Source: an optimization exercise on an open RTL-to-GDS flow (aim: small area). Production flows keep margins and buffers that such runs may drop.
The RTL was checked by simulation tests, not by an equivalence proof against the original design.
The flow treats the clock pin as an ideal source. Dropping or thinning the clock tree relies on that and would not hold on a real chip.
Power is estimated from default activity; no workload was simulated.

## oak
==> flow/design.v <==
module ds1302_all_time_rw #(
    parameter sys_clk_freq = 50_000_000,
    parameter ds1302_clk_speed = 200_000
)
(
    input wire sclk,
    input wire nrst,
    input wire set_trig,
    input wire get_trig,
    input wire[63:0] bcd_time_set,
    output reg[63:0] bcd_time_get,
    output wire ds1302_ce,
    output wire ds1302_sclk,
    output wire ds1302_io_out,
    output wire ds1302_io_oe,
    input wire ds1302_io_in
);
reg [5:0] pre;
wire stp = (pre == 6'b100000);
always @(posedge sclk or negedge nrst) begin
    if (!nrst) pre <= 6'b000001;
    else pre <= {pre[4:0], ~(pre[5] ^ pre[4]) ^ stp};
end
reg [4:0] u;
reg [1:0] g;
reg [3:0] q;
reg get;
wire in_xfer = !u[4] || u[0];
wire wait_st = u[4] && !u[0] && g[1] && !g[0];
wire post    = u[4] && !u[0] && !(g[1] && !g[0]);
wire idle    = (q == 4'd0) && u[4] && !u[0] && (g[1] || g[0]);
wire accept  = idle && (set_trig ^ get_trig);
wire start   = wait_st && stp && (q != 4'd0);
always @(posedge sclk or negedge nrst) begin
    if (!nrst) begin
        u <= 5'd16;
        g <= 2'b10;
        q <= 4'd0;
    end
    else if (accept) begin
        u <= 5'd16;
        g <= 2'b01;
        q <= 4'd9;
    end
    else if (post || (in_xfer && stp)) begin
        g <= {g[0], ~g[1]};
        if (g[1] && !g[0]) u <= u + 1'b1;
    end
    else if (start) begin
        u <= 5'd31;
        q <= q - 1'b1;
    end
end
always @(posedge sclk)
    if (idle) get <= get_trig;
wire [2:0] r = q[3] ? 3'd7 : q[2:0];
wire [7:0] cmd = {1'b1, 3'b000, r, get};
wire [7:0] dat = bcd_time_set[{r, 3'b000} +: 8];
assign ds1302_ce     = in_xfer;
assign ds1302_sclk   = !u[4] && g[0] && !(get && u[3:0] == 4'b1111);
assign ds1302_io_oe  = !(get && !u[4] && (u[3] || (u[2:0] == 3'b111 && g == 2'b10)));
assign ds1302_io_out = !u[4] && (u[3] ? dat[u[2:0]] : cmd[u[2:0]]);
wire shift = get && stp && !u[4] && g == 2'b10 &&
             (u[3] ? (u[2:0] != 3'b111) : (u[2:0] == 3'b111));
wire [63:0] shifted;
genvar k;
generate
    for (k = 0; k < 8; k = k + 1) begin : g_byte
        assign shifted[8*k+6 -: 7] = bcd_time_get[8*k+7 -: 7];
        if (k == 0) begin : g_in
            assign shifted[7] = ds1302_io_in;
        end else begin : g_link
            assign shifted[8*k+7] = bcd_time_get[8*k-8];
        end
    end
endgenerate
always @(posedge sclk or negedge nrst) begin
    if (!nrst) bcd_time_get <= 64'd0;
    else if (shift) bcd_time_get <= shifted;
end
endmodule
export LEC_CHECK = 0
export CAP_MARGIN = 20
export CORE_MARGIN = 2
export CORE_UTILIZATION = 60
export SLEW_MARGIN = 20
export BUFFER_PORTS_ARGS = -buffer_cell sky130_fd_sc_hd__buf_1
export CTS_ARGS = -sink_clustering_enable -repair_clock_nets -dont_use_dummy_load -buf_list sky130_fd_sc_hd__clkbuf_8
export POST_CTS_TCL = /design/flow/flow/clock.tcl
create_clock -name core_clock -period 10.0 [get_ports {sclk}]
standard.sh (not shown) runs the stock make flow with config.mk's settings and CLKGATE_MAP_FILE= SYNTH_SCRIPT=/design/flow/synth_recipe.tcl, a recipe that flattens the netlist after the stock synthesis.
==> flow/flow/run.sh <==
#!/bin/bash
# Standard ORFS layout with these changes:
#  - synthesis maps the logic with ABC's area-oriented mapper, keeping the
#    smallest of a few ABC scripts (flow/synth.tcl, flow/abc/);
#  - every input and output port gets the smallest buffer;
#  - CTS inserts no dummy loads, and after CTS the clock tree is rebuilt as one
#    root buffer driving four leaf buffers, each driving the flip-flops of one
#    quarter of the die (flow/clock.tcl).
set -euo pipefail
cd "$(dirname "$0")/.."
W=$PWD
cat >> config.mk <<EOC
export BUFFER_PORTS_ARGS = -buffer_cell sky130_fd_sc_hd__buf_1
export CTS_ARGS = -sink_clustering_enable -repair_clock_nets -dont_use_dummy_load -buf_list sky130_fd_sc_hd__clkbuf_8
export POST_CTS_TCL = $W/flow/clock.tcl
EOC
export CLOCK_ROOT_BUF=sky130_fd_sc_hd__clkbuf_2
export CLOCK_LEAF_BUF=sky130_fd_sc_hd__buf_12
export CLOCK_LEAVES=4
export CLOCK_PORT=sclk
export AREA_ABC_DIR=$W/flow/abc
export FLOW_SYNTH_TCL=$W/synth_recipe.tcl
sed "s|SYNTH_SCRIPT=[^ ]*|SYNTH_SCRIPT=$W/flow/synth.tcl|" standard.sh > own_standard.sh
grep -q "SYNTH_SCRIPT=$W/flow/synth.tcl" own_standard.sh
bash own_standard.sh > own_standard.log 2>&1
Other scripts of this flow, unchanged in this note and not shown: flow/flow/abc/amap.abc, flow/flow/abc/amap_long.abc, flow/flow/abc/amap_mux.abc, flow/flow/abc/amap_twice.abc, flow/flow/abc/resyn_amap.abc, flow/flow/abc/synch_amap.abc, flow/flow/clock.tcl, flow/flow/synth.tcl
What pine does differently from oak at the input level:
==> flow/design.v <==
module ds1302_all_time_rw #(
    parameter sys_clk_freq = 50_000_000,
    parameter ds1302_clk_speed = 200_000
)
(
    input wire sclk,
    input wire nrst,
    input wire set_trig,
    input wire get_trig,
    input wire[63:0] bcd_time_set,
    output reg[63:0] bcd_time_get,
    output wire ds1302_ce,
    output wire ds1302_sclk,
    output wire ds1302_io_out,
    output wire ds1302_io_oe,
    input wire ds1302_io_in
);
reg [5:0] pre;
wire stp = (pre == 6'b100000);
always @(posedge sclk or negedge nrst) begin
    if (!nrst) pre <= 6'b000001;
    else pre <= {pre[4:0], ~(pre[5] ^ pre[4]) ^ stp};
end
reg [4:0] ux;
reg [1:0] gx;
wire [4:0] u = ux ^ 5'b10000;
wire [1:0] g = gx ^ 2'b10;
reg [3:0] q;
reg get;
wire in_xfer = !u[4] || u[0];
wire wait_st = u[4] && !u[0] && g[1] && !g[0];
wire post    = u[4] && !u[0] && !(g[1] && !g[0]);
wire idle    = (q == 4'd0) && u[4] && !u[0] && (g[1] || g[0]);
wire accept  = idle && (set_trig ^ get_trig);
wire start   = wait_st && stp && (q != 4'd0);
always @(posedge sclk or negedge nrst) begin
    if (!nrst) begin
        ux <= 5'd0;
        gx <= 2'b00;
        q <= 4'd0;
    end
    else if (accept) begin
        ux <= 5'd0;
        gx <= 2'b11;
        q <= 4'd9;
    end
    else if (post || (in_xfer && stp)) begin
        gx <= {g[0], ~g[1]} ^ 2'b10;
        if (g[1] && !g[0]) ux <= (u + 1'b1) ^ 5'b10000;
    end
    else if (start) begin
        ux <= 5'd15;
        q <= q - 1'b1;
    end
end
always @(posedge sclk)
    if (idle) get <= get_trig;
wire [2:0] r = q[3] ? 3'd7 : q[2:0];
wire [7:0] cmd = {1'b1, 3'b000, r, get};
wire [7:0] dat = bcd_time_set[{r, 3'b000} +: 8];
assign ds1302_ce     = in_xfer;
assign ds1302_sclk   = !u[4] && g[0] && !(get && u[3:0] == 4'b1111);
assign ds1302_io_oe  = !(get && !u[4] && (u[3] || (u[2:0] == 3'b111 && g == 2'b10)));
assign ds1302_io_out = !u[4] && (u[3] ? dat[u[2:0]] : cmd[u[2:0]]);
wire shift = get && stp && !u[4] && g == 2'b10 &&
             (u[3] ? (u[2:0] != 3'b111) : (u[2:0] == 3'b111));
wire [63:0] shifted;
genvar k;
generate
    for (k = 0; k < 8; k = k + 1) begin : g_byte
        assign shifted[8*k+6 -: 7] = bcd_time_get[8*k+7 -: 7];
        if (k == 0) begin : g_in
            assign shifted[7] = ds1302_io_in;
        end else begin : g_link
            assign shifted[8*k+7] = bcd_time_get[8*k-8];
        end
    end
endgenerate
always @(posedge sclk or negedge nrst) begin
    if (!nrst) bcd_time_get <= 64'd0;
    else if (shift) bcd_time_get <= shifted;
end
endmodule
Results
- pine ends up with a non-filler instance count after layout that is 15 lower than in oak.
- Taking pine over oak, the sequential power ratio works out to 0.897.
- Compared with oak, pine shows highest fanout seen on the critical path higher by 29.
- Count of buffering cells on the critical path with inverters included: oak and pine compared, higher one is pine
- | global-route wire length before repair | lower: pine |
- On netlist area before placement, pine tracks oak almost exactly.
- Between oak and pine, the die footprint does not differ in any meaningful way.
- | post-synthesis to final-layout area growth | pine vs oak | 1.1 points higher |
- Between oak and pine, the source-to-sink clock delay at the later pin of the worst-skew pair does not differ in any meaningful way.
- Lower cell count after synthesis among oak and pine: pine
- Taking pine over oak, the first-iteration DRC count ratio works out to 0.890.
- Register-to-register slack ends up lower on pine.
- The global placer's final weighted congestion of pine is lower than that of oak.
- Re number of setup violations in the final report: no difference whatsoever between pine and oak.
In every run of this note, the design's own scripts or RTL, not TritonCTS, make the clock network.

-- static timing again, ports no longer ideal --
Ports are ideal in the flow. The routed layouts listed here were re-timed in OpenROAD. Step 1: set_driving_cell puts a clkbuf_16 on sclk and a buf_2 on each other input, an assumption about the parent block. Step 2 adds t to the input delays and takes it off the output delays; t is the mean of the earliest and latest rising clock arrival at the registers after step 1. Input paths then give back, and output paths get back, about the clock's delay inside the block. Slacks: no drivers / after step 1 / after step 2; pairs: no drivers / after step 1.
run	t (ns)	setup slack, ns	worst slew at a driven data input, ns	pins driven straight from the clock port
oak	0.469	4.623 / 4.598 / 4.598	0.04	1
pine	0.485	4.680 / 4.655 / 4.719	0.04	1
After both steps setup and hold are still met in every run listed. For oak, which loses most, drivers alone change the setup slack by -0.025 ns; drivers and shift together by -0.025 ns.
